What follows belongs to an exercise in optimizing a design on an open flow for small area, a short achievable clock period and few clock cycles per item; a production flow would make more cautious choices.
No functional check of the RTL was part of any run shown here.

===== flow/run.sh =====
#!/bin/bash
# The standard layout (the standard.sh: ORFS synthesis to final layout),
# with smaller port buffers, no clock-tree dummy loads, and stronger operand
# flip-flops (flow/post_floorplan.tcl).
set -euo pipefail
here=$(cd "$(dirname "$0")" && pwd)
export BUFFER_PORTS_ARGS="-buffer_cell sky130_fd_sc_hd__buf_1"
export CTS_ARGS="-sink_clustering_enable -repair_clock_nets -dont_use_dummy_load -buf_list sky130_fd_sc_hd__clkbuf_8"
export POST_FLOORPLAN_TCL="$here/post_floorplan.tcl"
export OPERAND_FF_CELL=sky130_fd_sc_hd__dfxtp_4
bash standard.sh > standard.log 2>&1

===== flow/post_floorplan.tcl =====
# After floorplan: give the operand flip-flops, which drive the partial
# products, a stronger drive (same cell type, larger size).
set block [ord::get_db_block]
foreach inst [$block getInsts] {
  set name [$inst getName]
  set master [[$inst getMaster] getName]
  if {$master eq "sky130_fd_sc_hd__dfxtp_1" &&
      ([string match "a_value*" $name] || [string match "b_mod*" $name])} {
    puts "upsize $name"
    replace_cell $name $::env(OPERAND_FF_CELL)
  }
}

===== standard.sh =====
#!/bin/bash
# synth_recipe.tcl (not shown) runs the flow's synth.tcl, then flattens the netlist and writes it again
# the make line also repeats each setting of config.mk as NAME=value (left out here)
make -C /OpenROAD-flow-scripts/flow DESIGN_CONFIG=/design/flow/config.mk WORK_HOME=/design/flow/orfs CLKGATE_MAP_FILE= SYNTH_SCRIPT=/design/flow/synth_recipe.tcl "${@:-finish}"

===== config.mk =====
export PLATFORM = sky130hd
export DESIGN_NAME = assignment
export DESIGN_NICKNAME = assignment
export VERILOG_FILES = /design/flow/design.v
export SDC_FILE = /design/flow/constraint.sdc
export NUM_CORES = 4
export LEC_CHECK = 0
export CAP_MARGIN = 20
export CORE_MARGIN = 2
export CORE_UTILIZATION = 40
export SLEW_MARGIN = 20
export SYNTH_HIERARCHICAL = 1
export SYNTH_MINIMUM_KEEP_SIZE = 0

===== constraint.sdc =====
create_clock -name core_clock -period 12.5 [get_ports {clk}]
set_input_delay 2.5000 -clock core_clock [delete_from_list [all_inputs] [get_ports {clk}]]
set_output_delay 2.5000 -clock core_clock [all_outputs]
set_load 0.01 [all_outputs]

===== design.v =====
module fa_cell (
    input  logic a,
    input  logic b,
    input  logic ci,
    output logic s,
    output logic co
);
    assign s  = a ^ b ^ ci;
    assign co = (a & b) | (a & ci) | (b & ci);
endmodule
module operand_select (
    input  logic        load,
    input  logic [20:0] d,
    input  logic [20:0] q,
    output logic [20:0] y
);
    assign y = load ? d : q;
endmodule
module assignment (
    input logic clk,
    input logic NRST,
    input logic start,
    input logic [10:0] A,
    input logic [10:0] B,
    output logic [20:0] result,
    output logic ready
);
    logic        busy;
    logic        accept;
    logic [10:0] a_value;
    logic [9:0]  b_mod;
    logic [9:0]  b_mod_next;
    logic [20:0] row0, row1;
    logic pp_0_0;
    logic pp_0_1;
    logic pp_0_2;
    logic pp_0_3;
    logic pp_0_4;
    logic pp_0_5;
    logic pp_0_6;
    logic pp_0_7;
    logic pp_0_8;
    logic pp_0_9;
    logic pp_1_0;
    logic pp_1_1;
    logic pp_1_2;
    logic pp_1_3;
    logic pp_1_4;
    logic pp_1_5;
    logic pp_1_6;
    logic pp_1_7;
    logic pp_1_8;
    logic pp_1_9;
    logic pp_2_0;
    logic pp_2_1;
    logic pp_2_2;
    logic pp_2_3;
    logic pp_2_4;
    logic pp_2_5;
    logic pp_2_6;
    logic pp_2_7;
    logic pp_2_8;
    logic pp_2_9;
    logic pp_3_0;
    logic pp_3_1;
    logic pp_3_2;
    logic pp_3_3;
    logic pp_3_4;
    logic pp_3_5;
    logic pp_3_6;
    logic pp_3_7;
    logic pp_3_8;
    logic pp_3_9;
    logic pp_4_0;
    logic pp_4_1;
    logic pp_4_2;
    logic pp_4_3;
    logic pp_4_4;
    logic pp_4_5;
    logic pp_4_6;
    logic pp_4_7;
    logic pp_4_8;
    logic pp_4_9;
    logic pp_5_0;
    logic pp_5_1;
    logic pp_5_2;
    logic pp_5_3;
    logic pp_5_4;
    logic pp_5_5;
    logic pp_5_6;
    logic pp_5_7;
    logic pp_5_8;
    logic pp_5_9;
    logic pp_6_0;
    logic pp_6_1;
    logic pp_6_2;
    logic pp_6_3;
    logic pp_6_4;
    logic pp_6_5;
    logic pp_6_6;
    logic pp_6_7;
    logic pp_6_8;
    logic pp_6_9;
    logic pp_7_0;
    logic pp_7_1;
    logic pp_7_2;
    logic pp_7_3;
    logic pp_7_4;
    logic pp_7_5;
    logic pp_7_6;
    logic pp_7_7;
    logic pp_7_8;
    logic pp_7_9;
    logic pp_8_0;
    logic pp_8_1;
    logic pp_8_2;
    logic pp_8_3;
    logic pp_8_4;
    logic pp_8_5;
    logic pp_8_6;
    logic pp_8_7;
    logic pp_8_8;
    logic pp_8_9;
    logic pp_9_0;
    logic pp_9_1;
    logic pp_9_2;
    logic pp_9_3;
    logic pp_9_4;
    logic pp_9_5;
    logic pp_9_6;
    logic pp_9_7;
    logic pp_9_8;
    logic pp_9_9;
    logic pp_10_0;
    logic pp_10_1;
    logic pp_10_2;
    logic pp_10_3;
    logic pp_10_4;
    logic pp_10_5;
    logic pp_10_6;
    logic pp_10_7;
    logic pp_10_8;
    logic pp_10_9;
    logic s1;
    logic c2;
    logic s3;
    logic c4;
    logic s5;
    logic c6;
    logic s7;
    logic c8;
    logic s9;
    logic c10;
    logic s11;
    logic c12;
    logic s13;
    logic c14;
    logic s15;
    logic c16;
    logic s17;
    logic c18;
    logic s19;
    logic c20;
    logic s21;
    logic c22;
    logic s23;
    logic c24;
    logic s25;
    logic c26;
    logic s27;
    logic c28;
    logic s29;
    logic c30;
    logic s31;
    logic c32;
    logic s33;
    logic c34;
    logic s35;
    logic c36;
    logic s37;
    logic c38;
    logic s39;
    logic c40;
    logic s41;
    logic c42;
    logic s43;
    logic c44;
    logic s45;
    logic c46;
    logic s47;
    logic c48;
    logic s49;
    logic c50;
    logic s51;
    logic c52;
    logic s53;
    logic c54;
    logic s55;
    logic c56;
    logic s57;
    logic c58;
    logic s59;
    logic c60;
    logic s61;
    logic c62;
    logic s63;
    logic c64;
    logic s65;
    logic c66;
    logic s67;
    logic c68;
    logic s69;
    logic c70;
    logic s71;
    logic c72;
    logic s73;
    logic c74;
    logic s75;
    logic c76;
    logic s77;
    logic c78;
    logic s79;
    logic c80;
    logic s81;
    logic c82;
    logic s83;
    logic c84;
    logic s85;
    logic c86;
    logic s87;
    logic c88;
    logic s89;
    logic c90;
    logic s91;
    logic c92;
    logic s93;
    logic c94;
    logic s95;
    logic c96;
    logic s97;
    logic c98;
    logic s99;
    logic c100;
    logic s101;
    logic c102;
    logic s103;
    logic c104;
    logic s105;
    logic c106;
    logic s107;
    logic c108;
    logic s109;
    logic c110;
    logic s111;
    logic c112;
    logic s113;
    logic c114;
    logic s115;
    logic c116;
    logic s117;
    logic c118;
    logic s119;
    logic c120;
    logic s121;
    logic c122;
    logic s123;
    logic c124;
    logic s125;
    logic c126;
    logic s127;
    logic c128;
    logic s129;
    logic c130;
    logic s131;
    logic c132;
    logic s133;
    logic c134;
    logic s135;
    logic c136;
    logic s137;
    logic c138;
    logic s139;
    logic c140;
    logic s141;
    logic c142;
    logic s143;
    logic c144;
    logic s145;
    logic c146;
    logic s147;
    logic c148;
    logic s149;
    logic c150;
    logic s151;
    logic c152;
    logic s153;
    logic c154;
    logic s155;
    logic c156;
    logic s157;
    logic c158;
    logic s159;
    logic c160;
    assign accept = start & ~busy;
    logic       b_ge_1000, b_ge_2000, b_q1, b_f;
    logic [6:0] h;
    assign h = B[9:3];
    assign b_ge_2000 = B[10] & B[9] & B[8] & B[7] & B[6] & (B[5] | B[4]);
    assign b_ge_1000 = B[10] | (B[9] & B[8] & B[7] & B[6] & B[5] & (B[4] | B[3]));
    assign b_q1 = b_ge_1000 & ~b_ge_2000;
    assign b_f = (b_ge_2000 & (h[1] | h[2])) | (b_q1 & (h[0] | h[1]) & h[2]);
    assign b_mod_next[2:0] = B[2:0];
    assign b_mod_next[3] = h[0] ^ b_q1;
    assign b_mod_next[4] = h[1] ^ (b_ge_2000 | (b_q1 & ~h[0]));
    assign b_mod_next[5] = h[2] ^ ((b_ge_2000 & ~h[1]) | (b_q1 & (h[0] | h[1])));
    assign b_mod_next[6] = h[3] ^ b_f;
    assign b_mod_next[7] = h[4] ^ (b_f & h[3]);
    assign b_mod_next[8] = h[5] ^ (b_f & h[3] & h[4]);
    assign b_mod_next[9] = h[6] ^ (b_f & h[3] & h[4] & h[5]);
    logic [20:0] operands_next;
    operand_select u_operand_select (
        .load(accept),
        .d({A, b_mod_next}),
        .q({a_value, b_mod}),
        .y(operands_next)
    );
    always_ff @(posedge clk) begin
        {a_value, b_mod} <= operands_next;
    end
    assign pp_0_0 = ~(a_value[0] & b_mod[0]);
    assign pp_0_1 = ~(a_value[0] & b_mod[1]);
    assign pp_0_2 = ~(a_value[0] & b_mod[2]);
    assign pp_0_3 = ~(a_value[0] & b_mod[3]);
    assign pp_0_4 = ~(a_value[0] & b_mod[4]);
    assign pp_0_5 = ~(a_value[0] & b_mod[5]);
    assign pp_0_6 = ~(a_value[0] & b_mod[6]);
    assign pp_0_7 = ~(a_value[0] & b_mod[7]);
    assign pp_0_8 = ~(a_value[0] & b_mod[8]);
    assign pp_0_9 = ~(a_value[0] & b_mod[9]);
    assign pp_1_0 = ~(a_value[1] & b_mod[0]);
    assign pp_1_1 = ~(a_value[1] & b_mod[1]);
    assign pp_1_2 = ~(a_value[1] & b_mod[2]);
    assign pp_1_3 = ~(a_value[1] & b_mod[3]);
    assign pp_1_4 = ~(a_value[1] & b_mod[4]);
    assign pp_1_5 = ~(a_value[1] & b_mod[5]);
    assign pp_1_6 = ~(a_value[1] & b_mod[6]);
    assign pp_1_7 = ~(a_value[1] & b_mod[7]);
    assign pp_1_8 = ~(a_value[1] & b_mod[8]);
    assign pp_1_9 = ~(a_value[1] & b_mod[9]);
    assign pp_2_0 = ~(a_value[2] & b_mod[0]);
    assign pp_2_1 = ~(a_value[2] & b_mod[1]);
    assign pp_2_2 = ~(a_value[2] & b_mod[2]);
    assign pp_2_3 = ~(a_value[2] & b_mod[3]);
    assign pp_2_4 = ~(a_value[2] & b_mod[4]);
    assign pp_2_5 = ~(a_value[2] & b_mod[5]);
    assign pp_2_6 = ~(a_value[2] & b_mod[6]);
    assign pp_2_7 = ~(a_value[2] & b_mod[7]);
    assign pp_2_8 = ~(a_value[2] & b_mod[8]);
    assign pp_2_9 = ~(a_value[2] & b_mod[9]);
    assign pp_3_0 = ~(a_value[3] & b_mod[0]);
    assign pp_3_1 = ~(a_value[3] & b_mod[1]);
    assign pp_3_2 = ~(a_value[3] & b_mod[2]);
    assign pp_3_3 = ~(a_value[3] & b_mod[3]);
    assign pp_3_4 = ~(a_value[3] & b_mod[4]);
    assign pp_3_5 = ~(a_value[3] & b_mod[5]);
    assign pp_3_6 = ~(a_value[3] & b_mod[6]);
    assign pp_3_7 = ~(a_value[3] & b_mod[7]);
    assign pp_3_8 = ~(a_value[3] & b_mod[8]);
    assign pp_3_9 = ~(a_value[3] & b_mod[9]);
    assign pp_4_0 = ~(a_value[4] & b_mod[0]);
    assign pp_4_1 = ~(a_value[4] & b_mod[1]);
    assign pp_4_2 = ~(a_value[4] & b_mod[2]);
    assign pp_4_3 = ~(a_value[4] & b_mod[3]);
    assign pp_4_4 = ~(a_value[4] & b_mod[4]);
    assign pp_4_5 = ~(a_value[4] & b_mod[5]);
    assign pp_4_6 = ~(a_value[4] & b_mod[6]);
    assign pp_4_7 = ~(a_value[4] & b_mod[7]);
    assign pp_4_8 = ~(a_value[4] & b_mod[8]);
    assign pp_4_9 = ~(a_value[4] & b_mod[9]);
    assign pp_5_0 = ~(a_value[5] & b_mod[0]);
    assign pp_5_1 = ~(a_value[5] & b_mod[1]);
    assign pp_5_2 = ~(a_value[5] & b_mod[2]);
    assign pp_5_3 = ~(a_value[5] & b_mod[3]);
    assign pp_5_4 = ~(a_value[5] & b_mod[4]);
    assign pp_5_5 = ~(a_value[5] & b_mod[5]);
    assign pp_5_6 = ~(a_value[5] & b_mod[6]);
    assign pp_5_7 = ~(a_value[5] & b_mod[7]);
    assign pp_5_8 = ~(a_value[5] & b_mod[8]);
    assign pp_5_9 = ~(a_value[5] & b_mod[9]);
    assign pp_6_0 = ~(a_value[6] & b_mod[0]);
    assign pp_6_1 = ~(a_value[6] & b_mod[1]);
    assign pp_6_2 = ~(a_value[6] & b_mod[2]);
    assign pp_6_3 = ~(a_value[6] & b_mod[3]);
    assign pp_6_4 = ~(a_value[6] & b_mod[4]);
    assign pp_6_5 = ~(a_value[6] & b_mod[5]);
    assign pp_6_6 = ~(a_value[6] & b_mod[6]);
    assign pp_6_7 = ~(a_value[6] & b_mod[7]);
    assign pp_6_8 = ~(a_value[6] & b_mod[8]);
    assign pp_6_9 = ~(a_value[6] & b_mod[9]);
    assign pp_7_0 = ~(a_value[7] & b_mod[0]);
    assign pp_7_1 = ~(a_value[7] & b_mod[1]);
    assign pp_7_2 = ~(a_value[7] & b_mod[2]);
    assign pp_7_3 = ~(a_value[7] & b_mod[3]);
    assign pp_7_4 = ~(a_value[7] & b_mod[4]);
    assign pp_7_5 = ~(a_value[7] & b_mod[5]);
    assign pp_7_6 = ~(a_value[7] & b_mod[6]);
    assign pp_7_7 = ~(a_value[7] & b_mod[7]);
    assign pp_7_8 = ~(a_value[7] & b_mod[8]);
    assign pp_7_9 = ~(a_value[7] & b_mod[9]);
    assign pp_8_0 = ~(a_value[8] & b_mod[0]);
    assign pp_8_1 = ~(a_value[8] & b_mod[1]);
    assign pp_8_2 = ~(a_value[8] & b_mod[2]);
    assign pp_8_3 = ~(a_value[8] & b_mod[3]);
    assign pp_8_4 = ~(a_value[8] & b_mod[4]);
    assign pp_8_5 = ~(a_value[8] & b_mod[5]);
    assign pp_8_6 = ~(a_value[8] & b_mod[6]);
    assign pp_8_7 = ~(a_value[8] & b_mod[7]);
    assign pp_8_8 = ~(a_value[8] & b_mod[8]);
    assign pp_8_9 = ~(a_value[8] & b_mod[9]);
    assign pp_9_0 = ~(a_value[9] & b_mod[0]);
    assign pp_9_1 = ~(a_value[9] & b_mod[1]);
    assign pp_9_2 = ~(a_value[9] & b_mod[2]);
    assign pp_9_3 = ~(a_value[9] & b_mod[3]);
    assign pp_9_4 = ~(a_value[9] & b_mod[4]);
    assign pp_9_5 = ~(a_value[9] & b_mod[5]);
    assign pp_9_6 = ~(a_value[9] & b_mod[6]);
    assign pp_9_7 = ~(a_value[9] & b_mod[7]);
    assign pp_9_8 = ~(a_value[9] & b_mod[8]);
    assign pp_9_9 = ~(a_value[9] & b_mod[9]);
    assign pp_10_0 = ~(a_value[10] & b_mod[0]);
    assign pp_10_1 = ~(a_value[10] & b_mod[1]);
    assign pp_10_2 = ~(a_value[10] & b_mod[2]);
    assign pp_10_3 = ~(a_value[10] & b_mod[3]);
    assign pp_10_4 = ~(a_value[10] & b_mod[4]);
    assign pp_10_5 = ~(a_value[10] & b_mod[5]);
    assign pp_10_6 = ~(a_value[10] & b_mod[6]);
    assign pp_10_7 = ~(a_value[10] & b_mod[7]);
    assign pp_10_8 = ~(a_value[10] & b_mod[8]);
    assign pp_10_9 = ~(a_value[10] & b_mod[9]);
    fa_cell u_ha1 (.a(pp_0_9), .b(pp_1_8), .ci(1'b1), .s(s1), .co(c2));
    fa_cell u_fa1 (.a(pp_10_0), .b(pp_1_9), .ci(pp_2_8), .s(s3), .co(c4));
    fa_cell u_ha2 (.a(pp_10_1), .b(pp_2_9), .ci(1'b1), .s(s5), .co(c6));
    fa_cell u_ha3 (.a(pp_0_6), .b(pp_1_5), .ci(1'b1), .s(s7), .co(c8));
    fa_cell u_fa2 (.a(pp_0_7), .b(pp_1_6), .ci(pp_2_5), .s(s9), .co(c10));
    fa_cell u_ha4 (.a(pp_3_4), .b(pp_4_3), .ci(1'b1), .s(s11), .co(c12));
    fa_cell u_fa3 (.a(pp_0_8), .b(pp_1_7), .ci(pp_2_6), .s(s13), .co(c14));
    fa_cell u_fa4 (.a(pp_3_5), .b(pp_4_4), .ci(pp_5_3), .s(s15), .co(c16));
    fa_cell u_ha5 (.a(pp_6_2), .b(pp_7_1), .ci(1'b1), .s(s17), .co(c18));
    fa_cell u_fa5 (.a(pp_2_7), .b(pp_3_6), .ci(pp_4_5), .s(s19), .co(c20));
    fa_cell u_fa6 (.a(pp_5_4), .b(pp_6_3), .ci(pp_7_2), .s(s21), .co(c22));
    fa_cell u_fa7 (.a(pp_8_1), .b(pp_9_0), .ci(s1), .s(s23), .co(c24));
    fa_cell u_fa8 (.a(pp_3_7), .b(pp_4_6), .ci(pp_5_5), .s(s25), .co(c26));
    fa_cell u_fa9 (.a(pp_6_4), .b(pp_7_3), .ci(pp_8_2), .s(s27), .co(c28));
    fa_cell u_fa10 (.a(pp_9_1), .b(c2), .ci(s3), .s(s29), .co(c30));
    fa_cell u_fa11 (.a(pp_3_8), .b(pp_4_7), .ci(pp_5_6), .s(s31), .co(c32));
    fa_cell u_fa12 (.a(pp_6_5), .b(pp_7_4), .ci(pp_8_3), .s(s33), .co(c34));
    fa_cell u_fa13 (.a(pp_9_2), .b(s5), .ci(c4), .s(s35), .co(c36));
    fa_cell u_fa14 (.a(pp_10_2), .b(pp_3_9), .ci(pp_4_8), .s(s37), .co(c38));
    fa_cell u_fa15 (.a(pp_5_7), .b(pp_6_6), .ci(pp_7_5), .s(s39), .co(c40));
    fa_cell u_fa16 (.a(pp_8_4), .b(pp_9_3), .ci(c6), .s(s41), .co(c42));
    fa_cell u_fa17 (.a(pp_10_3), .b(pp_4_9), .ci(pp_5_8), .s(s43), .co(c44));
    fa_cell u_fa18 (.a(pp_6_7), .b(pp_7_6), .ci(pp_8_5), .s(s45), .co(c46));
    fa_cell u_fa19 (.a(pp_10_4), .b(pp_5_9), .ci(pp_6_8), .s(s47), .co(c48));
    fa_cell u_ha6 (.a(pp_0_4), .b(pp_1_3), .ci(1'b1), .s(s49), .co(c50));
    fa_cell u_fa20 (.a(pp_0_5), .b(pp_1_4), .ci(pp_2_3), .s(s51), .co(c52));
    fa_cell u_ha7 (.a(pp_3_2), .b(pp_4_1), .ci(1'b1), .s(s53), .co(c54));
    fa_cell u_fa21 (.a(pp_2_4), .b(pp_3_3), .ci(pp_4_2), .s(s55), .co(c56));
    fa_cell u_fa22 (.a(pp_5_1), .b(pp_6_0), .ci(s7), .s(s57), .co(c58));
    fa_cell u_fa23 (.a(pp_5_2), .b(pp_6_1), .ci(pp_7_0), .s(s59), .co(c60));
    fa_cell u_fa24 (.a(c8), .b(s11), .ci(s9), .s(s61), .co(c62));
    fa_cell u_fa25 (.a(pp_8_0), .b(c12), .ci(s17), .s(s63), .co(c64));
    fa_cell u_fa26 (.a(c10), .b(s13), .ci(s15), .s(s65), .co(c66));
    fa_cell u_fa27 (.a(c18), .b(c14), .ci(c16), .s(s67), .co(c68));
    fa_cell u_fa28 (.a(s19), .b(s21), .ci(s23), .s(s69), .co(c70));
    fa_cell u_fa29 (.a(c20), .b(c22), .ci(s25), .s(s71), .co(c72));
    fa_cell u_fa30 (.a(s27), .b(c24), .ci(s29), .s(s73), .co(c74));
    fa_cell u_fa31 (.a(c26), .b(c28), .ci(s31), .s(s75), .co(c76));
    fa_cell u_fa32 (.a(s33), .b(c30), .ci(s35), .s(s77), .co(c78));
    fa_cell u_fa33 (.a(c32), .b(c34), .ci(s37), .s(s79), .co(c80));
    fa_cell u_fa34 (.a(s39), .b(s41), .ci(c36), .s(s81), .co(c82));
    fa_cell u_fa35 (.a(pp_9_4), .b(c38), .ci(c40), .s(s83), .co(c84));
    fa_cell u_fa36 (.a(s43), .b(s45), .ci(c42), .s(s85), .co(c86));
    fa_cell u_fa37 (.a(pp_7_7), .b(pp_8_6), .ci(pp_9_5), .s(s87), .co(c88));
    fa_cell u_fa38 (.a(c44), .b(c46), .ci(s47), .s(s89), .co(c90));
    fa_cell u_fa39 (.a(pp_10_5), .b(pp_6_9), .ci(pp_7_8), .s(s91), .co(c92));
    fa_cell u_fa40 (.a(pp_8_7), .b(pp_9_6), .ci(c48), .s(s93), .co(c94));
    fa_cell u_fa41 (.a(pp_10_6), .b(pp_7_9), .ci(pp_8_8), .s(s95), .co(c96));
    fa_cell u_ha8 (.a(pp_0_3), .b(pp_1_2), .ci(1'b1), .s(s97), .co(c98));
    fa_cell u_fa42 (.a(pp_2_2), .b(pp_3_1), .ci(pp_4_0), .s(s99), .co(c100));
    fa_cell u_fa43 (.a(pp_5_0), .b(c50), .ci(s53), .s(s101), .co(c102));
    fa_cell u_fa44 (.a(c54), .b(c52), .ci(s55), .s(s103), .co(c104));
    fa_cell u_fa45 (.a(c56), .b(s59), .ci(c58), .s(s105), .co(c106));
    fa_cell u_fa46 (.a(c60), .b(s63), .ci(c62), .s(s107), .co(c108));
    fa_cell u_fa47 (.a(c64), .b(c66), .ci(s67), .s(s109), .co(c110));
    fa_cell u_fa48 (.a(c68), .b(s71), .ci(c70), .s(s111), .co(c112));
    fa_cell u_fa49 (.a(c72), .b(s75), .ci(s77), .s(s113), .co(c114));
    fa_cell u_fa50 (.a(c76), .b(s79), .ci(c78), .s(s115), .co(c116));
    fa_cell u_fa51 (.a(c80), .b(s83), .ci(s85), .s(s117), .co(c118));
    fa_cell u_fa52 (.a(s87), .b(c84), .ci(s89), .s(s119), .co(c120));
    fa_cell u_fa53 (.a(c88), .b(s91), .ci(c90), .s(s121), .co(c122));
    fa_cell u_fa54 (.a(pp_9_7), .b(c92), .ci(s95), .s(s123), .co(c124));
    fa_cell u_fa55 (.a(pp_10_7), .b(pp_8_9), .ci(pp_9_8), .s(s125), .co(c126));
    fa_cell u_ha9 (.a(pp_0_2), .b(pp_1_1), .ci(1'b1), .s(s127), .co(c128));
    fa_cell u_fa56 (.a(pp_2_1), .b(pp_3_0), .ci(s97), .s(s129), .co(c130));
    fa_cell u_fa57 (.a(c98), .b(s49), .ci(s99), .s(s131), .co(c132));
    fa_cell u_fa58 (.a(c100), .b(s51), .ci(s101), .s(s133), .co(c134));
    fa_cell u_fa59 (.a(c102), .b(s57), .ci(s103), .s(s135), .co(c136));
    fa_cell u_fa60 (.a(c104), .b(s61), .ci(s105), .s(s137), .co(c138));
    fa_cell u_fa61 (.a(s65), .b(c106), .ci(s107), .s(s139), .co(c140));
    fa_cell u_fa62 (.a(s69), .b(c108), .ci(s109), .s(s141), .co(c142));
    fa_cell u_fa63 (.a(c110), .b(s73), .ci(s111), .s(s143), .co(c144));
    fa_cell u_fa64 (.a(c74), .b(c112), .ci(s113), .s(s145), .co(c146));
    fa_cell u_fa65 (.a(s81), .b(s115), .ci(c114), .s(s147), .co(c148));
    fa_cell u_fa66 (.a(c82), .b(s117), .ci(c116), .s(s149), .co(c150));
    fa_cell u_fa67 (.a(c86), .b(s119), .ci(c118), .s(s151), .co(c152));
    fa_cell u_fa68 (.a(s93), .b(s121), .ci(c120), .s(s153), .co(c154));
    fa_cell u_fa69 (.a(c94), .b(s123), .ci(c122), .s(s155), .co(c156));
    fa_cell u_fa70 (.a(c96), .b(s125), .ci(c124), .s(s157), .co(c158));
    fa_cell u_fa71 (.a(pp_10_8), .b(pp_9_9), .ci(c126), .s(s159), .co(c160));
    assign row0 = {1'b1, pp_10_9, s159, s157, s155, s153, s151, c148, c146, c144, c142, c140, c138, c136, c134, c132, c130, c128, pp_2_0, pp_0_1, pp_0_0};
    assign row1 = {1'b1, c160, c158, c156, c154, c152, c150, s149, s147, s145, s143, s141, s139, s137, s135, s133, s131, s129, s127, pp_1_0, 1'b1};
    logic [8:0] blk0;
    assign blk0 = ~({1'b0, row0[7:0]} + {1'b0, row1[7:0]} + 9'd1);
    logic [5:0] blk1;
    assign blk1 = ~({1'b0, row0[12:8]} + {1'b0, row1[12:8]} + 6'd1);
    logic [4:0] blk2;
    assign blk2 = ~({1'b0, row0[16:13]} + {1'b0, row1[16:13]} + 5'd1);
    logic [4:0] blk3;
    assign blk3 = ~({1'b0, row0[20:17]} + {1'b0, row1[20:17]} + 5'd1);
    logic [20:0] sum_q;
    logic [2:0] gen_q;
    logic [2:1] prop_q;
    always_ff @(posedge clk) begin
        sum_q[7:0] <= blk0[7:0];
        gen_q[0] <= blk0[8];
        sum_q[12:8] <= blk1[4:0];
        gen_q[1] <= blk1[5];
        prop_q[1] <= &(row0[12:8] ^ row1[12:8]);
        sum_q[16:13] <= blk2[3:0];
        gen_q[2] <= blk2[4];
        prop_q[2] <= &(row0[16:13] ^ row1[16:13]);
        sum_q[20:17] <= blk3[3:0];
    end
    logic [3:1] cin;
    assign cin[1] = gen_q[0];
    assign cin[2] = (gen_q[0] & prop_q[1]) | gen_q[1];
    assign cin[3] = (gen_q[0] & prop_q[1] & prop_q[2]) | (gen_q[1] & prop_q[2]) | gen_q[2];
    assign result[7:0] = sum_q[7:0];
    assign result[12:8] = sum_q[12:8] + 5'(cin[1]);
    assign result[16:13] = sum_q[16:13] + 4'(cin[2]);
    assign result[20:17] = sum_q[20:17] + 4'(cin[3]);
    always_ff @(posedge clk or negedge NRST) begin
        if (!NRST) begin
            busy  <= 1'b0;
            ready <= 1'b0;
        end else begin
            busy  <= accept;
            ready <= busy | (ready & ~start);
        end
    end
endmodule

==> results.py, run 1 <==
metrics = {
    "status": {
        "status": "finished clean",
    },
    "clocking": {
        "cts.repair.resized": 0,
        "cts.clk_slew.worst_paths_ns": 0.11,
        "master_cell_of_the_clock_root_buffer": "sky130_fd_sc_hd__clkbuf_8",
        "clock_sink_count": 49,
        "number_of_h_tree_levels": 2,
        "holdBufCountCts": 0,
        "worstSkewPairLatency_ns": 0.32,
        "tritoncts_clock_tree": "yes",
        "cts_max_path_buffers": 2,
        "cts_setup_buffers": 0,
        "cts_buffers": 5,
    },
    "final_layout": {
        "nFillCells": 1072,
        "finalCoreUtilization_pct": 43.77,
        "layout_common_cells": "sky130_fd_sc_hd__nand2_1 (111), sky130_fd_sc_hd__fa_1 (84), sky130_fd_sc_hd__buf_1 (46)",
        "layout.nets": 597,
        "final-instance-count-excl-fill": 600,
        "synthToLayoutAreaGrowth_pct": 7.909,
        "proportion_of_layout_cells_with_a_drive_suffix_above_1_pct": 11.60,
        "mostFrequentLayoutCell": "sky130_fd_sc_hd__nand2_1",
        "num_antenna_cells": 0,
    },
    "sta": {
        "timing.final.crit_period_ns": 4.215,
        "grt_setup_unrepaired": "false",
        "pins_over_slew_limit": 0,
        "finalCritPeriodShare_pct": 33.72,
        "setup_viol": 0,
        "fin_tns_setup_ns": 0,
        "clock_skew_ns": 0.03680,
        "timing.fmax_ghz": 0.2372,
        "timing_hold_violations_final": 0,
    },
    "floorplanning": {
        "number_of_i_o_pins": 47,
        "floorplan.core_area_um2": 11270,
        "die_area_um2": 12300,
        "initial_core_util_pct": 40.56,
        "die_h_um": 110.9,
        "die_w_um": 110.9,
        "core_rows": 39,
    },
    "critical_path": {
        "crit_arrival_ns": 1.72,
        "critPathMaxStageDelay_ns": 0.32,
        "timing.critical_path.slowest_stage_cell": "sky130_fd_sc_hd__dfxtp_1",
        "cp_top_family": "compound AO/OA/AOI/OAI gates",
        "critPathCaptureType": "output pin",
        "critical_path_class": "reg2out",
        "timing.critical_path.from_type": "register",
        "critPathMaxFanout": 2,
        "critical_path_cell_sequence": "a21o_1 -> a21o_1 -> ha_1 -> ha_1 -> xor2_1 -> buf_1",
        "critPathRequiredTime_ns": 10.00,
        "worst-path-buf-inv": 1,
    },
    "logic_synthesis": {
        "post-synth-top-area-fraction_pct": 36.78,
        "synthArstFlopShare_pct": 4.082,
        "yosysUniqueCellTypes": 40,
        "number_of_flops_mapped_to_enable_cells_by_yosys": 0,
        "synthesis.yosys.warnings": 7,
        "synthTopCellsByArea": "sky130_fd_sc_hd__fa_1 (37%), sky130_fd_sc_hd__dfxtp_1 (21%), sky130_fd_sc_hd__nand2_1 (9.1%), sky130_fd_sc_hd__ha_1 (7.9%), sky130_fd_sc_hd__mux2_4 (6.6%)",
        "synth-seq-area-share_pct": 21.67,
        "synth.cell_area_um2": 4572,
        "yosys_most_used_dff": "sky130_fd_sc_hd__dfxtp_1",
        "average_cell_area_after_synthesis_um2": 10.63,
        "synth-seq-cells": 49,
        "synth_top_area_cell": "sky130_fd_sc_hd__fa_1",
        "post_synth_inst_count": 430,
    },
    "global_route": {
        "first_global_vias": 3136,
        "total_congestion_overflow": 0,
        "global_route.usage.total_pct": 15.17,
        "number_of_antenna_violations_at_the_first_check_in_global_routing": 0,
        "grt_max_degree": 23,
        "grt_pass1_wl_um": 15070,
    },
    "route": {
        "routed_wl_per_cell_um": 14.24,
        "vias": 2981,
        "drcViolationCount": 0,
        "violation_count_after_the_first_detailed_routing_iteration": 100,
        "route.final.wire_length_um": 8544,
        "drt_first_pass_iters": 4,
        "viasPerCell": 4.968,
        "antenna_left": 0,
    },
    "worst_hold_path": {
        "worstHoldPathType": "reg2reg",
    },
    "run": {
        "cap_viol_max_count": 0,
    },
    "place": {
        "place.detailed.instances": 595,
        "portBuffers": 46,
        "place.gp.congestion": 0.8208,
        "dpl.hpwl_um": 6649,
    },
}
-- path summary, 6_finish.rpt --
check	slack, ns	depth (start not counted)	to	from
worst min-delay path	0.48	1	ready	busy
worst max-delay path	8.28	6	result[19]	gen_q[0]
worst min register to register	0.48	1	ready	busy
max in group asynchronous	10.43	1	busy	NRST
worst max register to register	8.64	10	sum_q[12]	b_mod[9]
min in group asynchronous	1.94	1	ready	NRST
-- state kept, by name (all words and copies together), names as in the netlist --
signal,cells
sum_q,21
ready,1
b_mod,10
busy,1
prop_q,2
gen_q,3
a_value,11
-- synth_stat cells, drive strengths merged, types with 3 or more instances --
cell type	instances
clkbuf	22
nor2	6
buf	11
inv	20
and2	3
nand3	6
nand2	112
o21ai	10
a21oi	8
a21o	8
xnor2	8
mux2	21
fa	84
xor2	10
dfxtp	47
ha	29
-- cells by family after synthesis --
group,count (synthesis),share of synthesized area (%)
other,1,0.08202
AND/OR/NAND/NOR,139,12.59
multiplexers,21,6.814
XOR/XNOR,18,3.448
AO/OA/AOI/OAI,36,5.145
adder cells (fa/ha/maj),113,44.72
buffers and inverters,53,5.528
flip-flops,49,21.67
-- area by class of cell --
| cell class | count | area [µm²] | area share, % |
|---|---|---|---|
| flip-flops and latches | 49 | 1070 | 21.68 |
| clock buffers | 5 | 68.82 | 1.395 |
| multi-input cells | 336 | 3361 | 68.12 |
| repair buffers | 47 | 180.2 | 3.652 |
| well taps | 143 | 178.9 | 3.627 |
| inverters | 20 | 75.07 | 1.522 |
-- per-module statistics from Yosys, one instance, submodules excluded --
module | copies in the design | cell area, µm²
fa_cell | 80 | 20.02
operand_select | 1 | 334.1
assignment | 1 | 2636
-- routing by layer --
layer | vias to the layer above | share of wire [%] | wire length (µm) | track usage, %
met5 | - | 0 | 0 | 0
met4 | 0 | 1.7 | 144 | 4.500
met3 | 15 | 4.8 | 412 | 2.679
met2 | 67 | 50 | 4270 | 26.50
met1 | 1486 | 44 | 3717 | 19.31
li1 | 1413 | - | - | -
-- through the flow --
stage / hold WS [ns] / setup WS, ns / instance area, µm²
2_1_floorplan: 0.4287 / 8.513 / 4602
3_3_place_gp: 0.4535 / 8.376 / 4865
3_5_place_dp: 0.4641 / 8.340 / 4865
4_1_cts: 0.4899 / 8.273 / 4933
5_1_grt: 0.5211 / 8.200 / 4933
6_report: 0.4832 / 8.285 / 4933
-- worst register-to-register path, stage by stage (launching register included) --
cell and delay (ns):
sky130_fd_sc_hd__dfxtp_4 0.45, sky130_fd_sc_hd__nand2_1 0.10, sky130_fd_sc_hd__fa_1 0.56, sky130_fd_sc_hd__fa_1 0.46, sky130_fd_sc_hd__fa_1 0.40, sky130_fd_sc_hd__fa_1 0.51, sky130_fd_sc_hd__fa_1 0.41, sky130_fd_sc_hd__ha_1 0.35
sky130_fd_sc_hd__a21o_1 0.20, sky130_fd_sc_hd__a21oi_1 0.17, sky130_fd_sc_hd__xor2_1 0.15
==> run 2: changes to the inputs <==
--- a/design.v
+++ b/design.v
@@ -548,5 +548,35 @@
     assign result[7:0] = sum_q[7:0];
-    assign result[12:8] = sum_q[12:8] + 5'(cin[1]);
-    assign result[16:13] = sum_q[16:13] + 4'(cin[2]);
-    assign result[20:17] = sum_q[20:17] + 4'(cin[3]);
+    assign result[8] = sum_q[8] ^ cin[1];
+    logic ones9;
+    assign ones9 = &sum_q[8:8];
+    assign result[9] = sum_q[9] ^ (ones9 & cin[1]);
+    logic ones10;
+    assign ones10 = &sum_q[9:8];
+    assign result[10] = sum_q[10] ^ (ones10 & cin[1]);
+    logic ones11;
+    assign ones11 = &sum_q[10:8];
+    assign result[11] = sum_q[11] ^ (ones11 & cin[1]);
+    logic ones12;
+    assign ones12 = &sum_q[11:8];
+    assign result[12] = sum_q[12] ^ (ones12 & cin[1]);
+    assign result[13] = sum_q[13] ^ cin[2];
+    logic ones14;
+    assign ones14 = &sum_q[13:13];
+    assign result[14] = sum_q[14] ^ (ones14 & cin[2]);
+    logic ones15;
+    assign ones15 = &sum_q[14:13];
+    assign result[15] = sum_q[15] ^ (ones15 & cin[2]);
+    logic ones16;
+    assign ones16 = &sum_q[15:13];
+    assign result[16] = sum_q[16] ^ (ones16 & cin[2]);
+    assign result[17] = sum_q[17] ^ cin[3];
+    logic ones18;
+    assign ones18 = &sum_q[17:17];
+    assign result[18] = sum_q[18] ^ (ones18 & cin[3]);
+    logic ones19;
+    assign ones19 = &sum_q[18:17];
+    assign result[19] = sum_q[19] ^ (ones19 & cin[3]);
+    logic ones20;
+    assign ones20 = &sum_q[19:17];
+    assign result[20] = sum_q[20] ^ (ones20 & cin[3]);
     always_ff @(posedge clk or negedge NRST) begin
==> run 2 against run 1 <==
Area after synthesis up 0.14%. Final cell count up 1.0%. Critical path depth down 1. Global-route usage up 0.51 points. Fmax up 1.5%. Sequential share of layout area down 0.060 points. Synthesized cell count up 1.4%. Wire length up 3.2%. Register-to-register slack better by 0.03 ns.
==> results.py, run 2 <==
metrics = {
    "logic_synthesis": {
        "synth.cell_area_um2": 4578,
        "post_synth_inst_count": 436,
        "synth-seq-area-share_pct": 21.65,
        "synth-compound-area-share_pct": 5.083,
        "post-synth-top-area-fraction_pct": 36.73,
        "yosys.area_share.simple_pct": 13.01,
        "average_cell_area_after_synthesis_um2": 10.50,
        "synthesis.yosys.warnings": 7,
        "synthArstFlopShare_pct": 4.082,
        "yosysMostFrequentCell": "sky130_fd_sc_hd__nand2_1",
        "yosys.area_share.xor_xnor_pct": 4.017,
        "synth-seq-cells": 49,
        "largest_family_of_logic_cells_by_synthesized_area": "adder cells",
        "yosysUniqueCellTypes": 41,
        "yosys_most_used_dff": "sky130_fd_sc_hd__dfxtp_1",
        "synth_common_cells": "sky130_fd_sc_hd__nand2_1 (114), sky130_fd_sc_hd__fa_1 (84), sky130_fd_sc_hd__dfxtp_1 (47)",
        "synth_mux_area_share_pct": 6.805,
        "synth_adder_area_share_pct": 43.84,
        "synth_top_area_cell": "sky130_fd_sc_hd__fa_1",
        "number_of_flops_mapped_to_enable_cells_by_yosys": 0,
        "synthTopCellsByArea": "sky130_fd_sc_hd__fa_1 (37%), sky130_fd_sc_hd__dfxtp_1 (21%), sky130_fd_sc_hd__nand2_1 (9.3%), sky130_fd_sc_hd__ha_1 (7.1%), sky130_fd_sc_hd__mux2_4 (6.6%)",
    },
    "critical_path": {
        "crit_arrival_ns": 1.65,
        "critPathMaxFanout": 4,
        "critPathCaptureType": "output pin",
        "timing.critical_path.from_type": "register",
        "critical_path_class": "reg2out",
        "critPathRequiredTime_ns": 10.00,
        "reg2reg_slack_ns": 8.67,
    },
    "sta": {
        "grt_setup_unrepaired": "false",
        "finalCritPeriodShare_pct": 33.22,
        "hold_ws_ns": 0.4958,
        "fin_tns_setup_ns": 0,
        "timing.fmax_ghz": 0.2408,
        "pins_over_slew_limit": 0,
        "timing_hold_violations_final": 0,
        "timing.final.crit_period_ns": 4.152,
        "setup_viol": 0,
        "clock_skew_ns": 0.02731,
    },
    "clocking": {
        "holdBufCountCts": 0,
        "cts.repair.resized": 0,
        "master_cell_of_the_clock_root_buffer": "sky130_fd_sc_hd__clkbuf_8",
        "cts.clk_slew.worst_paths_ns": 0.10,
        "cts_buffers": 5,
        "clock_sink_count": 49,
        "worstSkewPairLatency_ns": 0.31,
        "number_of_h_tree_levels": 2,
        "cts_max_path_buffers": 2,
        "cts_setup_buffers": 0,
        "tritoncts_clock_tree": "yes",
    },
    "route": {
        "violation_count_after_the_first_detailed_routing_iteration": 84,
        "antenna_left": 0,
        "drt_first_pass_iters": 4,
        "route.final.wire_length_um": 8816,
        "routed_wl_per_cell_um": 14.55,
        "viasPerCell": 5.127,
        "drcViolationCount": 0,
        "vias": 3107,
    },
    "place": {
        "dpl.hpwl_um": 6722,
        "place.gp.congestion": 0.8110,
        "portBuffers": 46,
    },
    "final_layout": {
        "max_flop_register": "sum_q",
        "mostFrequentLayoutCell": "sky130_fd_sc_hd__nand2_1",
        "proportion_of_layout_cells_with_a_drive_suffix_above_1_pct": 11.23,
        "layout.nets": 600,
        "largest_reg_flops": 21,
        "layout_common_cells": "sky130_fd_sc_hd__nand2_1 (114), sky130_fd_sc_hd__fa_1 (84), sky130_fd_sc_hd__buf_1 (46)",
        "synthToLayoutAreaGrowth_pct": 8.062,
        "num_antenna_cells": 0,
    },
    "global_route": {
        "number_of_antenna_violations_at_the_first_check_in_global_routing": 0,
        "first_global_vias": 3359,
        "grt_pass1_wl_um": 15670,
        "grt_max_degree": 23,
        "global_route.usage.total_pct": 15.69,
        "total_congestion_overflow": 0,
    },
    "status": {
        "status": "finished clean",
    },
    "floorplanning": {
        "floorplan.core_area_um2": 11270,
        "number_of_i_o_pins": 47,
        "core_rows": 39,
        "initial_core_util_pct": 40.61,
        "die_w_um": 111.0,
        "die_h_um": 111.0,
        "die_area_um2": 12320,
    },
    "run": {
        "cap_viol_max_count": 0,
    },
    "worst_hold_path": {
        "worstHoldPathType": "reg2reg",
    },
}
[run 2: cell types whose count changed after synthesis, moves of 2 or more]
cell	previous run	this run
sky130_fd_sc_hd__a211oi_1	0	2
sky130_fd_sc_hd__nor2_1	6	8
sky130_fd_sc_hd__a211oi_2	2	0
sky130_fd_sc_hd__nand3_1	6	3
sky130_fd_sc_hd__nand2_1	111	114
sky130_fd_sc_hd__xor2_1	10	13
sky130_fd_sc_hd__ha_1	29	26
sky130_fd_sc_hd__inv_1	20	22
[run 2: modules after synthesis, one instance, submodules excluded]
module,copies in the design,flops+latches,area (µm²),cells inside
operand_select,1,0,334.1,23
fa_cell,80,0,20.02,1
assignment,1,49,2643,333
[run 2: cell type report]
| type | count | area, µm² |
|---|---|---|
| inverter | 22 | 82.58 |
| sequential | 49 | 1070 |
| multi-input combinational | 340 | 3367 |
| fill | 1078 | 6325 |
| tap | 143 | 178.9 |
| timing repair buffer | 47 | 180.2 |
| clock buffer | 5 | 68.82 |
[run 2: through the flow]
step	cells	setup slack [ns]	util (%)	cell area, µm²
detailed placement	601	8.340	43.28	4878
global placement	601	8.388	43.28	4878
finish	606	8.348	43.89	4947
global route	606	8.169	43.89	4947
CTS	606	8.320	43.89	4947
floorplan	444	8.506	-	4608
[run 2: logic make-up after synthesis]
kind of cell             count (synthesis)
multiplexers                            21
AND/OR/NAND/NOR                        143
XOR/XNOR                                21
other                                    1
AO/OA/AOI/OAI                           36
adder cells (fa/ha/maj)                110
buffers and inverters                   55
flip-flops                              49
[run 2: metal layers]
metal | vias to the layer above | routed length [µm] | global-route usage (%)
met5 | - | 0 | 0
met4 | 0 | 95 | 3.833
met3 | 9 | 474 | 2.843
met2 | 97 | 4482 | 28.02
met1 | 1577 | 3764 | 19.73
li1 | 1424 | - | -
[run 2: path summary, 6_finish.rpt]
kind / start / to / cells after the start
worst max-delay path: gen_q[0] / result[20] / 5
worst min-delay path: busy / ready / 1
worst max register to register: b_mod[9] / sum_q[12] / 10
worst min register to register: busy / ready / 1
max in group asynchronous: NRST / busy / 1
min in group asynchronous: NRST / ready / 1
[run 2: worst max-delay path, stage by stage (launching register included)]
cell	delay [ns]
sky130_fd_sc_hd__dfxtp_1	0.42
sky130_fd_sc_hd__a21o_4	0.18
sky130_fd_sc_hd__a21oi_2	0.07
sky130_fd_sc_hd__or3b_1	0.39
sky130_fd_sc_hd__xnor2_1	0.14
sky130_fd_sc_hd__buf_1	0.17
==> run 3: changes to the inputs <==
--- a/config.mk
+++ b/config.mk
@@ -7,2 +7,3 @@
 export LEC_CHECK = 0
+export ABC_CLOCK_PERIOD_IN_PS = 800
 export CAP_MARGIN = 20
==> run 3 against run 2 <==
Global-route usage unchanged. Non-clock buffer count unchanged. Clock-buffer cell count unchanged. Fmax unchanged. Largest cell class unchanged. First-iteration DRC count unchanged. Setup slack unchanged. Worst hold slack unchanged. Design area unchanged. Critical path depth unchanged.
==> results.py, run 3 <==
metrics = {
    "status": {
        "status": "finished clean",
    },
    "place": {
        "place.gp.congestion": 0.8110,
        "placement.setup.worst_slack_ns": 8.340,
        "portBuffers": 46,
        "dpl.hpwl_um": 6722,
        "placed_area_um2": 4878,
    },
    "final_layout": {
        "layout_common_cells": "sky130_fd_sc_hd__nand2_1 (114), sky130_fd_sc_hd__fa_1 (84), sky130_fd_sc_hd__buf_1 (46)",
        "layout.nets": 600,
        "num_antenna_cells": 0,
        "synthToLayoutAreaGrowth_pct": 8.062,
        "proportion_of_layout_cells_with_a_drive_suffix_above_1_pct": 11.23,
        "mostFrequentLayoutCell": "sky130_fd_sc_hd__nand2_1",
        "largest_reg_flops": 21,
        "final_design_area_no_fill_um2": 4947,
        "max_flop_register": "sum_q",
    },
    "floorplanning": {
        "initial_core_util_pct": 40.61,
        "die_w_um": 111.0,
        "die_area_um2": 12320,
        "die_h_um": 111.0,
        "floorplan.core_area_um2": 11270,
        "number_of_i_o_pins": 47,
        "core_rows": 39,
    },
    "logic_synthesis": {
        "synth-seq-cells": 49,
        "synthTopCellsByArea": "sky130_fd_sc_hd__fa_1 (37%), sky130_fd_sc_hd__dfxtp_1 (21%), sky130_fd_sc_hd__nand2_1 (9.3%), sky130_fd_sc_hd__ha_1 (7.1%), sky130_fd_sc_hd__mux2_4 (6.6%)",
        "post-synth-top-area-fraction_pct": 36.73,
        "yosysUniqueCellTypes": 41,
        "yosysMostFrequentCell": "sky130_fd_sc_hd__nand2_1",
        "number_of_flops_mapped_to_enable_cells_by_yosys": 0,
        "post_synth_inst_count": 436,
        "synthesis.yosys.warnings": 7,
        "average_cell_area_after_synthesis_um2": 10.50,
        "synthArstFlopShare_pct": 4.082,
        "synth_common_cells": "sky130_fd_sc_hd__nand2_1 (114), sky130_fd_sc_hd__fa_1 (84), sky130_fd_sc_hd__dfxtp_1 (47)",
        "synth-seq-area-share_pct": 21.65,
        "yosys_most_used_dff": "sky130_fd_sc_hd__dfxtp_1",
        "synth_top_area_cell": "sky130_fd_sc_hd__fa_1",
        "synth.cell_area_um2": 4578,
    },
    "global_route": {
        "grt_pass1_wl_um": 15670,
        "total_congestion_overflow": 0,
        "global_route.usage.total_pct": 15.69,
        "first_global_vias": 3359,
        "grt_max_degree": 23,
        "number_of_antenna_violations_at_the_first_check_in_global_routing": 0,
    },
    "sta": {
        "timing_hold_violations_final": 0,
        "fin_tns_setup_ns": 0,
        "clock_skew_ns": 0.02731,
        "pins_over_slew_limit": 0,
        "timing.fmax_ghz": 0.2408,
        "grt_setup_unrepaired": "false",
        "worst_setup_slack_after_layout_ns": 8.348,
        "finalCritPeriodShare_pct": 33.22,
        "hold_ws_ns": 0.4958,
        "setup_viol": 0,
        "timing.final.crit_period_ns": 4.152,
    },
    "clocking": {
        "holdBufCountCts": 0,
        "number_of_h_tree_levels": 2,
        "cts_max_path_buffers": 2,
        "cts_buffers": 5,
        "clock_sink_count": 49,
        "tritoncts_clock_tree": "yes",
        "cts.clk_slew.worst_paths_ns": 0.10,
        "cts_setup_buffers": 0,
        "worstSkewPairLatency_ns": 0.31,
        "cts.repair.resized": 0,
        "master_cell_of_the_clock_root_buffer": "sky130_fd_sc_hd__clkbuf_8",
    },
    "route": {
        "vias": 3107,
        "drcViolationCount": 0,
        "viasPerCell": 5.127,
        "antenna_left": 0,
        "route.final.wire_length_um": 8816,
        "drt_first_pass_iters": 4,
        "routed_wl_per_cell_um": 14.55,
        "violation_count_after_the_first_detailed_routing_iteration": 84,
    },
    "critical_path": {
        "crit_arrival_ns": 1.65,
        "critPathMaxFanout": 4,
        "timing.critical_path.from_type": "register",
        "critPathRequiredTime_ns": 10.00,
        "worst_r2r_path_depth": 10,
        "critical_path_class": "reg2out",
        "critPathCaptureType": "output pin",
    },
    "run": {
        "cap_viol_max_count": 0,
    },
    "worst_hold_path": {
        "worstHoldPathType": "reg2reg",
        "worst_hold_path.num_cells": 1,
    },
}
run 3: cell counts after synthesis:
No cell type changed its count.
run 3: metrics by stage:
step	instances	util (%)
final	606	43.89
after global routing	606	43.89
after CTS	606	43.89
after detailed placement	601	43.28
after global placement	601	43.28
after floorplan	444	-
run 3: layer usage:
| layer | track usage, % | up-vias | routed length [µm] |
|---|---|---|---|
| li1 | - | 1424 | - |
| met1 | 19.73 | 1577 | 3764 |
| met2 | 28.02 | 97 | 4482 |
| met5 | 0 | - | 0 |
| met3 | 2.843 | 9 | 474 |
| met4 | 3.833 | 0 | 95 |
run 3: kinds of logic (layout without fill, tap and decap cells):
logic type	Yosys count	after routing	synth area share (%)
XOR/XNOR	21	21	4.018
AND/OR/NAND/NOR	143	143	13.01
buffers and inverters	55	74	5.521
other	1	9	0.08191
adder cells (fa/ha/maj)	110	110	43.84
flip-flops	49	49	21.65
AO/OA/AOI/OAI	36	36	5.083
multiplexers	21	21	6.805
run 3: worst paths after layout:
path	end	startpoint	slack [ns]
setup / recovery	result[20]	gen_q[0]	8.35
hold / removal	ready	busy	0.50
setup reg to reg	sum_q[12]	b_mod[9]	8.67
hold reg to reg	ready	busy	0.50
max in group asynchronous	busy	NRST	10.42
min in group asynchronous	ready	NRST	1.95
run 3: worst max-delay path, stage by stage, from the launching register on:
cell                      delay, ns
sky130_fd_sc_hd__dfxtp_1       0.42
sky130_fd_sc_hd__a21o_4        0.18
sky130_fd_sc_hd__a21oi_2       0.07
sky130_fd_sc_hd__or3b_1        0.39
sky130_fd_sc_hd__xnor2_1       0.14
sky130_fd_sc_hd__buf_1         0.17
run 3: layout make-up:
class                      count  area, µm²
inverter                      22      82.58
timing repair buffer          47      180.2
sequential                    49       1070
multi-input combinational    340       3367
fill                        1078       6325
clock buffer                   5      68.82
tap                          143      178.9
run 3: per-module statistics from Yosys (local to each module, per instance):
module,flip-flops and latches,times used,cells inside,cell area [µm²]
assignment,49,1,333,2643
fa_cell,0,80,1,20.02
operand_select,0,1,23,334.1
==> run 4: changes to the inputs <==
--- a/config.mk
+++ b/config.mk
@@ -7,3 +7,3 @@
 export LEC_CHECK = 0
-export ABC_CLOCK_PERIOD_IN_PS = 800
+export ABC_CLOCK_PERIOD_IN_PS = 300
 export CAP_MARGIN = 20
==> run 4 against run 3 <==
Still clean on timing, DRC and antenna. Fmax unchanged. First-iteration DRC count unchanged. Design area unchanged. Worst hold slack unchanged. Die area unchanged. Core utilization unchanged. Setup slack unchanged.
==> results.py, run 4 <==
metrics = {
    "global_route": {
        "grt_max_degree": 23,
        "met2_usage_pct": 28.02,
        "number_of_antenna_violations_at_the_first_check_in_global_routing": 0,
        "first_global_vias": 3359,
        "grt_util_met1_pct": 19.73,
        "total_congestion_overflow": 0,
        "global_route.usage.total_pct": 15.69,
        "grt_most_used_layer": "met2",
        "grt_pass1_wl_um": 15670,
        "globalRouteMet3Util_pct": 2.843,
    },
    "place": {
        "place.gp.congestion": 0.8110,
        "dpl.hpwl_um": 6722,
        "portBuffers": 46,
    },
    "logic_synthesis": {
        "post_synth_inst_count": 436,
        "synthesis.yosys.warnings": 7,
        "average_cell_area_after_synthesis_um2": 10.50,
        "yosys_most_used_dff": "sky130_fd_sc_hd__dfxtp_1",
        "number_of_flops_mapped_to_enable_cells_by_yosys": 0,
        "synthArstFlopShare_pct": 4.082,
        "synthTopCellsByArea": "sky130_fd_sc_hd__fa_1 (37%), sky130_fd_sc_hd__dfxtp_1 (21%), sky130_fd_sc_hd__nand2_1 (9.3%), sky130_fd_sc_hd__ha_1 (7.1%), sky130_fd_sc_hd__mux2_4 (6.6%)",
        "synth-seq-cells": 49,
        "synth_top_area_cell": "sky130_fd_sc_hd__fa_1",
        "synth-seq-area-share_pct": 21.65,
        "yosysMostFrequentCell": "sky130_fd_sc_hd__nand2_1",
        "yosysUniqueCellTypes": 41,
        "synth.cell_area_um2": 4578,
        "post-synth-top-area-fraction_pct": 36.73,
        "synth_common_cells": "sky130_fd_sc_hd__nand2_1 (114), sky130_fd_sc_hd__fa_1 (84), sky130_fd_sc_hd__dfxtp_1 (47)",
    },
    "sta": {
        "pins_over_slew_limit": 0,
        "timing.final.crit_period_ns": 4.152,
        "setup_viol": 0,
        "timing_hold_violations_final": 0,
        "fin_tns_setup_ns": 0,
        "finalCritPeriodShare_pct": 33.22,
        "grt_setup_unrepaired": "false",
        "timing.fmax_ghz": 0.2408,
        "clock_skew_ns": 0.02731,
    },
    "floorplanning": {
        "die_area_um2": 12320,
        "die_h_um": 111.0,
        "initial_core_util_pct": 40.61,
        "core_rows": 39,
        "number_of_i_o_pins": 47,
        "floorplan.core_area_um2": 11270,
        "die_w_um": 111.0,
    },
    "final_layout": {
        "max_flop_register": "sum_q",
        "synthToLayoutAreaGrowth_pct": 8.062,
        "nFillCells": 1078,
        "layout_common_cells": "sky130_fd_sc_hd__nand2_1 (114), sky130_fd_sc_hd__fa_1 (84), sky130_fd_sc_hd__buf_1 (46)",
        "mostFrequentLayoutCell": "sky130_fd_sc_hd__nand2_1",
        "finalCoreUtilization_pct": 43.89,
        "largest_reg_flops": 21,
        "proportion_of_layout_cells_with_a_drive_suffix_above_1_pct": 11.23,
        "num_antenna_cells": 0,
        "layout.nets": 600,
    },
    "clocking": {
        "cts.clk_slew.worst_paths_ns": 0.10,
        "master_cell_of_the_clock_root_buffer": "sky130_fd_sc_hd__clkbuf_8",
        "cts.repair.resized": 0,
        "tritoncts_clock_tree": "yes",
        "cts_max_path_buffers": 2,
        "clock_sink_count": 49,
        "holdBufCountCts": 0,
        "worstSkewPairLatency_ns": 0.31,
        "cts_buffers": 5,
        "number_of_h_tree_levels": 2,
        "cts_setup_buffers": 0,
    },
    "route": {
        "drcViolationCount": 0,
        "routed_wl_per_cell_um": 14.55,
        "viasPerCell": 5.127,
        "drt_first_pass_iters": 4,
        "antenna_left": 0,
        "vias": 3107,
        "violation_count_after_the_first_detailed_routing_iteration": 84,
        "route.final.wire_length_um": 8816,
    },
    "critical_path": {
        "crit_arrival_ns": 1.65,
        "critPathCaptureType": "output pin",
        "timing.critical_path.from_type": "register",
        "critPathMaxFanout": 4,
        "critical_path_class": "reg2out",
        "critPathRequiredTime_ns": 10.00,
    },
    "run": {
        "cap_viol_max_count": 0,
    },
    "status": {
        "status": "finished clean",
    },
    "worst_hold_path": {
        "worstHoldPathType": "reg2reg",
    },
}
## run 4: cell counts in the layout (fill, tap and decap cells not counted)
Identical to the previous run, type by type.
## run 4: path summary, 6_finish.rpt
kind | start | to | slack, ns | depth (start not counted)
min in group asynchronous | NRST | ready | 1.95 | 1
worst min register to register | busy | ready | 0.50 | 1
worst min-delay path | busy | ready | 0.50 | 1
max in group asynchronous | NRST | busy | 10.42 | 1
worst max-delay path | gen_q[0] | result[20] | 8.35 | 5
worst max register to register | b_mod[9] | sum_q[12] | 8.67 | 10
## run 4: layout make-up
type	instances	area, µm²	share of cell area [%]
multi-input cells	340	3367	68.06
flip-flops and latches	49	1070	21.62
repair buffers	47	180.2	3.642
well taps	143	178.9	3.617
inverters	22	82.58	1.669
clock buffers	5	68.82	1.391
## run 4: logic make-up after synthesis
kind of cell,count (synthesis),share of synthesized area [%]
buffers and inverters,55,5.521
other,1,0.08191
multiplexers,21,6.805
adder cells (fa/ha/maj),110,43.84
flip-flops,49,21.65
AND/OR/NAND/NOR,143,13.01
XOR/XNOR,21,4.018
AO/OA/AOI/OAI,36,5.083
## run 4: modules after synthesis, one instance, submodules excluded
module          times used  flip-flops and latches  cells  cell area [µm²]
assignment               1                      49    333             2643
fa_cell                 80                       0      1            20.02
operand_select           1                       0     23            334.1
## run 4: routing by layer
metal  wire length [µm]  part of all wire, %
met1               3764                   43
met2               4482                   51
met3                474                  5.4
met4                 95                  1.1
met5                  0                    0
## run 4: stage by stage
step	hold slack, ns	instance area [µm²]	std cells	setup WS, ns
floorplan	0.4287	4608	444	8.506
global placement	0.4543	4878	601	8.388
detailed placement	0.4775	4878	601	8.340
CTS	0.5004	4947	606	8.320
global route	0.5304	4947	606	8.169
finish	0.4958	4947	606	8.348
## run 4: worst max-delay path, cell delays in order, from the launching register on
cell and delay, ns:
sky130_fd_sc_hd__dfxtp_1 0.42, sky130_fd_sc_hd__a21o_4 0.18, sky130_fd_sc_hd__a21oi_2 0.07, sky130_fd_sc_hd__or3b_1 0.39, sky130_fd_sc_hd__xnor2_1 0.14, sky130_fd_sc_hd__buf_1 0.17

[what the ideal ports hide]
The flow's constraints put no driver on any port. The routed layouts listed below were extracted and timed again, unchanged, in two steps. Step 1 assumes that a clkbuf_16 drives the clock port and a buf_2 every other input. Step 2 also shifts input and output timing later by t, the mid clock arrival at the registers, as if the neighbouring blocks saw the same clock. Three values: no drivers, after step 1, after step 2; two values: the first two.
run	t (ns)	setup slack, ns	worst setup path at the end	clock arrival spread, ns
run 1	0.331	8.285 / 8.253 / 8.344	input to register	0.037 / 0.036
run 2	0.327	8.348 / 8.315 / 8.365	input to register	0.028 / 0.028
run 3	0.327	8.348 / 8.315 / 8.365	input to register	0.028 / 0.028
run 4	0.327	8.348 / 8.315 / 8.365	input to register	0.028 / 0.028
After both steps every run listed still meets setup and hold.
